Context: an optimization exercise on an open-source flow, tuned for small area and a short achievable clock period. The choices shown serve that exercise and are no tape-out recipe. Function was not checked in any run shown here: the RTL went through the layout flow alone. Power and IR drop assume default switching activity.

## flow/design.v (module list and top-level ports; edited modules follow where they fit)
// module MAC: 3539 lines
module MAC(
	clk,
	rst_n,
	in_valid,
	in_mode,
	in_act,
	in_wgt,
	out_act_idx,
	out_wgt_idx,
	out_idx,
	out_valid,
	out_data,
	out_finish
);
  // ...
==> flow/flow/run.sh <==
#!/bin/bash
# Layout flow: the standard flow, except that synthesis skips Yosys's early
# "abc -fast" pass (SYNTH_ARGS=-noabc), so the full adders the RTL spells out
# map to full-adder cells without inverters between them. The registers keep
# the standard synthesis's instance names and cell types: the standard
# synthesis is run first for reference, and if the two differ in anything but
# the names, its netlist is used unchanged. Ports are buffered with buf_2 rather
# than the delay cell buffer_ports picks by default. Each step logs to a file here.
set -u
RES=$PWD/orfs/results/$FLOW_PLATFORM/MAC/base

bash standard.sh synth > 1_synth_standard.log 2>&1 || exit 1
cp "$RES/1_2_yosys.v" standard_netlist.v

bash standard.sh clean_synth > 1_clean.log 2>&1
if SYNTH_ARGS=-noabc bash standard.sh "$RES/1_2_yosys.v" > 1_synth_noabc.log 2>&1 &&
   python3 flow/match_regs.py standard_netlist.v "$RES/1_2_yosys.v" > 1_match_regs.log 2>&1; then
  echo "using the netlist synthesized without the early ABC pass" >> 1_match_regs.log
else
  echo "falling back to the standard netlist" >> 1_match_regs.log
  bash standard.sh clean_synth >> 1_clean.log 2>&1
  bash standard.sh synth > 1_synth_standard2.log 2>&1 || exit 1
fi

export BUFFER_PORTS_ARGS="-buffer_cell sky130_fd_sc_hd__buf_2"
bash standard.sh > 2_layout.log 2>&1
==> flow/flow/match_regs.py <==
#!/usr/bin/env python3
"""Give the registers of a netlist the instance names of a reference netlist.

usage: match_regs.py REF.v NET.v

Both netlists come from the same RTL; register instance names have the form
<register bit>$<Yosys flip-flop type>, and the type part can differ between two
syntheses (an enable or reset absorbed with the other polarity). Each register
of NET.v is renamed to the reference register with the same register bit. NET.v
is rewritten only if both hold the same register bits in the same cell types;
otherwise the script exits with status 1 and leaves NET.v alone.
"""
import re
import sys

INST = re.compile(r'^(\s*)(sky130_fd_sc_hd__\w+)(\s+)(\S+)(\s*\()')
SEQ = re.compile(r'sky130_fd_sc_hd__(df|edf|sdf|dl)')


def regs(lines):
    found = {}
    for k, line in enumerate(lines):
        m = INST.match(line)
        if not m or not SEQ.match(m.group(2)):
            continue
        name = m.group(4)
        plain = name[1:] if name.startswith('\\') else name
        cut = plain.rfind('$_')
        base = plain[:cut] if cut >= 0 else plain
        if base in found:
            raise SystemExit(f"two registers share the bit name {base}")
        found[base] = (m.group(2), name, k)
    return found


def main():
    ref_lines = open(sys.argv[1]).read().split('\n')
    net_lines = open(sys.argv[2]).read().split('\n')
    ref, net = regs(ref_lines), regs(net_lines)
    if set(ref) != set(net):
        print("register bits differ:", sorted(set(ref) ^ set(net))[:20])
        return 1
    bad = [b for b in ref if ref[b][0] != net[b][0]]
    if bad:
        print("cell types differ:", [(b, ref[b][0], net[b][0]) for b in bad[:20]])
        return 1
    renamed = 0
    for b, (cell, name, k) in net.items():
        new = ref[b][1]
        if new != name:
            m = INST.match(net_lines[k])
            net_lines[k] = m.group(1) + cell + m.group(3) + new + \
                (' ' if new.startswith('\\') and not m.group(5).startswith(' ') else '') + \
                m.group(5) + net_lines[k][m.end():]
            renamed += 1
    open(sys.argv[2], 'w').write('\n'.join(net_lines))
    print(f"{len(net)} registers, {renamed} renamed")
    return 0


if __name__ == '__main__':
    sys.exit(main())
==> flow/standard.sh <==
#!/bin/bash
# synth_recipe.tcl (not shown) runs the flow's synth.tcl, then flattens the netlist and writes it again
# the make line also repeats each setting of config.mk as NAME=value (left out here)
make -C /OpenROAD-flow-scripts/flow DESIGN_CONFIG=/design/flow/config.mk WORK_HOME=/design/flow/orfs CLKGATE_MAP_FILE= SYNTH_SCRIPT=/design/flow/synth_recipe.tcl "${@:-finish}"
==> flow/config.mk <==
export PLATFORM = sky130hd
export DESIGN_NAME = MAC
export DESIGN_NICKNAME = MAC
export VERILOG_FILES = /design/flow/design.v
export SDC_FILE = /design/flow/constraint.sdc
export NUM_CORES = 4
export LEC_CHECK = 0
export CAP_MARGIN = 20
export CORE_MARGIN = 2
export CORE_UTILIZATION = 40
export CTS_BUF_LIST = sky130_fd_sc_hd__clkbuf_8
export SETUP_SLACK_MARGIN = 4.0
export SLEW_MARGIN = 20
==> flow/constraint.sdc <==
create_clock -name core_clock -period 8.4 [get_ports {clk}]
set_input_delay 1.6800 -clock core_clock [delete_from_list [all_inputs] [get_ports {clk}]]
set_output_delay 1.6800 -clock core_clock [all_outputs]
set_load 0.01 [all_outputs]
==> notes.md, run 1 <==
worst skew pair latency 0.76 ns; Synth area leader fa_1; Pre-antenna DRT Iters 5; clkbuf count 95; Post-synth EDFFs 256; outcome complete, no violations; Worst Path Buf+Inv 2; most common cell after layout, fill and taps aside nor2_1; fraction of area in multi-input gates 61.2%; reg-to-reg critical path startpoint wr[29]; Finished Layout Cells 5215; placed cell count 5009; Area growth syn-to-layout 11.9%; FF+latch count 504; top cells by count, synth nor2_1, fa_1, edfxtp_1; Tcrit/Tclk final 53.2%; DP HPWL 100000 um; Worst Skew 0.0894 ns; sequential power share 22.4%; Register-to-Register Path Depth 7; LEAKAGE 21.4 nW; met2 wire len 62400 um; post-route cell area 47500 sq um; final WL 140000 um; Most used DFF post-synth edfxtp_1; I/O pins 182; Critical path origin t0_1[2]; die height 330 um; WL met3 17900 um; top layer in use met5; Main power group combinational logic; Unique masters post-synth 46; cell-internal power 10.5 mW; met2 GRT Util 40.2%; H-tree depth 3; vias per inst 5.54; Tot GR Track Use 26.5%; Fmax 224 MHz; Critical Path End Type primary output; TritonCTS Buffers 89; worst-path fanout max 3; clock sink total 504
==> inputs of run 2 (changes only) <==
--- a/flow/config.mk
+++ b/flow/config.mk
@@ -9,5 +9,6 @@
 export CORE_MARGIN = 2
 export CORE_UTILIZATION = 40
-export CTS_BUF_LIST = sky130_fd_sc_hd__clkbuf_8
+export CTS_CLUSTER_DIAMETER = 150
+export CTS_CLUSTER_SIZE = 20
 export SETUP_SLACK_MARGIN = 4.0
 export SLEW_MARGIN = 20
==> run 2 against run 1 <==
  * Final cell count decreased by 2.5%
  * Worst hold slack improved by 0.0079 ns
  * Fmax grew 1.7%
  * Critical endpoint is now out_data[34]
==> notes.md, run 2 <==
Final Wtd Congestion 0.942 (unchanged); Post-DRT Antenna Nets 0 (unchanged); Most used DFF post-synth edfxtp_1 (unchanged); Register-to-Register Path Depth 7 (unchanged); post-route cell area 46200 sq um (was 47500 sq um); row cnt 119 (unchanged); main area contributors after synthesis fa_1, edfxtp_1, dfxtp_1, nor2_1, ha_1 (unchanged); Synth Cell Area 42400 sq um (unchanged); Setup violations, final 0 (unchanged); I/O pins 182 (unchanged); CTS root buffer clkbuf_16 (was clkbuf_8); DRC violations left 0 (unchanged); outcome complete, no violations (unchanged); hold depth 1 (unchanged); die height 330 um (unchanged); Fmax 227 MHz (was 224 MHz); WL met3 17100 um (was 17900 um); initial antenna violation count 8 (was 9); clock transition at the registers of the reported paths 0.09 ns (was 0.05 ns); RSZ-0062 raised after global routing true (unchanged); worst-path fanout max 3 (unchanged); Area after DPL 44700 sq um (unchanged); Pwr per Cell Area 374 nW/um^2 (was 391 nW/um^2); placed cell count 5009 (unchanged); Fin. Hold Viols 0 (unchanged); vias in the first global route 30905 (was 31769); M1 wire length 52600 um (about the same); Seq/Total Area, Yosys 30.0% (unchanged); Synth area leader fa_1 (unchanged); CTS tree built (unchanged); Final nets 4836 (was 4912); worst skew pair latency 0.67 ns (was 0.76 ns); DP HPWL 100000 um (unchanged); top layer in use met5 (unchanged); HP Start cs (unchanged); Avg Cell Area, Syn 11.9 sq um (unchanged); Clock Path Buffers 3 (unchanged); peak supply drop 0.000440 V (was 0.000455 V); buffers added on ports 173 (unchanged); setup slack, reg-to-reg 4.07 ns (was 4.09 ns); max cap viols 0 (unchanged); reg-to-reg critical path startpoint wr[9] (was wr[29]); Seq cells post-synth 504 (unchanged); Syn Inst Count 3577 (unchanged); setup TNS after final layout 0 ns (unchanged); pin count of the biggest net entering global routing 213 (unchanged); top cell type's share of synthesized area 47.2% (unchanged); Tot GR Track Use 26.0% (was 26.5%); Area growth syn-to-layout 8.94% (was 11.9%); fin crit period 4.40 ns (was 4.47 ns); Post-synth EDFFs 256 (unchanged); Tcrit/Tclk final 52.3% (was 53.2%); TritonCTS Buffers 29 (was 89); Fillers 9695 (was 9627); combinational family with the most area after synthesis adder cells (unchanged); Least-Margin Pin Slew 1.17 ns (was 1.15 ns); mux share of post-synthesis cell area 0.0472% (unchanged); critical path type flop to primary output (unchanged); Core Box Area 105000 sq um (unchanged); met2 wire len 62000 um (was 62400 um); Synth Area in Compound Gates 4.41% (unchanged); Initial Util 40.3% (unchanged); Storage cell area 12800 sq um (about the same); footprint of the multi-input gates 28900 sq um (was 29000 sq um); top cells by count, synth nor2_1, fa_1, edfxtp_1 (unchanged); reg-to-reg endpoint r4_2[5] (was r1_2[5]); Worst Path Arrival 2.72 ns (was 2.79 ns); final WL 138000 um (was 140000 um); LEAKAGE 20.7 nW (was 21.4 nW); Synth Area in Adders 50.0% (unchanged); Simple-Gate Fraction of Synth Area 11.9% (unchanged); XOR/XNOR share of the synthesized area 0.537% (unchanged); Worst Hold Class flop to flop (unchanged); most common cell after layout, fill and taps aside nor2_1 (unchanged); vias per inst 5.56 (was 5.54); fin util 43.9% (was 45.1%); share of layout cells above drive strength 1 10.4% (was 13.3%); die area 109000 sq um (unchanged); Slew Viols, Final 0 (unchanged); Hold Path End cs (unchanged); asr flop ratio synth 2.38% (unchanged); Pre-antenna DRT Iters 6 (was 5); WP data required 6.72 ns (about the same); Critical Path End Type primary output (unchanged); first-pass GRT wire length 205000 um (was 207000 um); WHS 0.475 ns (was 0.468 ns); Yosys warnings 1 (unchanged); DR iter-0 viols 3234 (was 3222); Die Wd 330 um (unchanged); clock sink total 504 (unchanged); H-tree depth 1 (was 3); commonest non-fill, non-tap cells in the layout nor2_1, fa_1, edfxtp_1 (unchanged); Startpoint Class flop (unchanged); Finished Layout Cells 5084 (was 5215); Unique masters post-synth 46 (unchanged); most common cell in the netlist nor2_1 (unchanged); Slew HR 21.7% (was 22.9%); vias 28278 (was 28866); GR Overflow Total 0 (unchanged); Worst Skew 0.0473 ns (was 0.0894 ns); wire length per cell 27.2 um (was 26.8 um)
run 2: cell count changes in the layout (fill, tap and decap cells not counted), sizes merged:
cell,change
diode,+1
buf,-16
clkbuf,-47
bufinv,-5
inv,-32
clkinvlp,-1
clkinv,-31
run 2: report_power, final:
group,total (mW),internal (mW),switching [mW],leakage (nW)
clock,1.54,0.656,0.884,0.397
combinational,11.6,5.53,6.08,15.7
sequential,4.14,3.47,0.674,4.62
total,17.3,9.66,7.63,20.7
run 2: metal layers:
metal / global-route usage [%] / vias up
met2: 40.2 / 1810
met1: 35.3 / 14728
met3: 7.22 / 333
met4: 9.31 / 10
li1: - / 11397
met5: 0 / -
run 2: repair_timing:
item,CTS,global route
hold buffers,0,0
hold endpoints to repair,0,0
pin swaps,38,44
cloned,0,0
setup buffers,14,7
gates resized for setup,70,41
setup endpoints to repair,24,27
run 2: final cells by class:
class / instances / share of cell area, %
diodes: 4 / 0.0217
clock buffers: 48 / 1.72
flip-flops and latches: 504 / 27.6
repair buffers: 233 / 2.96
clock inverters: 2 / 0.0785
multi-input cells: 2744 / 62.5
well taps: 1391 / 3.77
inverters: 158 / 1.28
run 2: worst max path at each step:
stage / start / end / cells after the start
2_1_floorplan: wr[22] / r0_2[6] / 9
6_report: r5_2[4] / out_data[34] / 7
3_5_place_dp: wr[31] / r7_2[6] / 7
3_3_place_gp: wr[29] / r4_2[5] / 7
4_1_cts: r0_2[4] / out_data[94] / 7
5_1_grt: r5_2[4] / out_data[34] / 7
run 2: critical path, cell delays in order (launching register included):
cell	delay, ns
dfxtp_2	0.33
fa_1	0.51
ha_4	0.19
fa_2	0.41
a211oi_2	0.19
o21ai_1	0.09
a21o_1	0.18
buf_2	0.14
run 2: metrics by stage:
stage | setup slack, ns | total power [mW]
6_report | 4.00 | 17.3
5_1_grt | 3.92 | 19.2
4_1_cts | 3.90 | 17.2
3_5_place_dp | 4.17 | 14.9
3_3_place_gp | 4.22 | 14.7
2_1_floorplan | 4.54 | 11.3
run 2: cell families after synthesis:
family / after synthesis
compound gates: 315
xor+xnor: 26
fa+ha+maj: 1094
buf+inv: 336
flops: 504
mux: 2
other cells: 1
simple gates: 1299

[port drivers added, routing unchanged]
The flow's constraints put no driver on any port. The routed layouts listed below were extracted and timed again, unchanged, in two steps. Step 1 (the two cells are an assumption about what drives the block):
set clk [get_ports {clk}]
set_driving_cell -lib_cell sky130_fd_sc_hd__clkbuf_16 $clk
set_driving_cell -lib_cell sky130_fd_sc_hd__buf_2 [delete_from_list [all_inputs] $clk]
Step 2, shift: input delay + t, output delay - t, t = (earliest + latest rising clock arrival at the registers) / 2. This alone moves slack from input paths to output paths. Slacks: ideal / step 1 / step 2; pairs: ideal / step 1.
run | t (ns) | setup slack, ns | worst setup path after step 2 | latest minus earliest clock arrival (ns) | slew at the worst register clock pin (ns)
run 1 | 0.786 | 3.928 / 3.860 / 4.088 | register to register | 0.090 / 0.089 | 0.07 / 0.07
run 2 | 0.718 | 4.003 / 3.931 / 4.070 | register to register | 0.048 / 0.047 | 0.11 / 0.11
After both steps setup and hold are still met in every run listed.
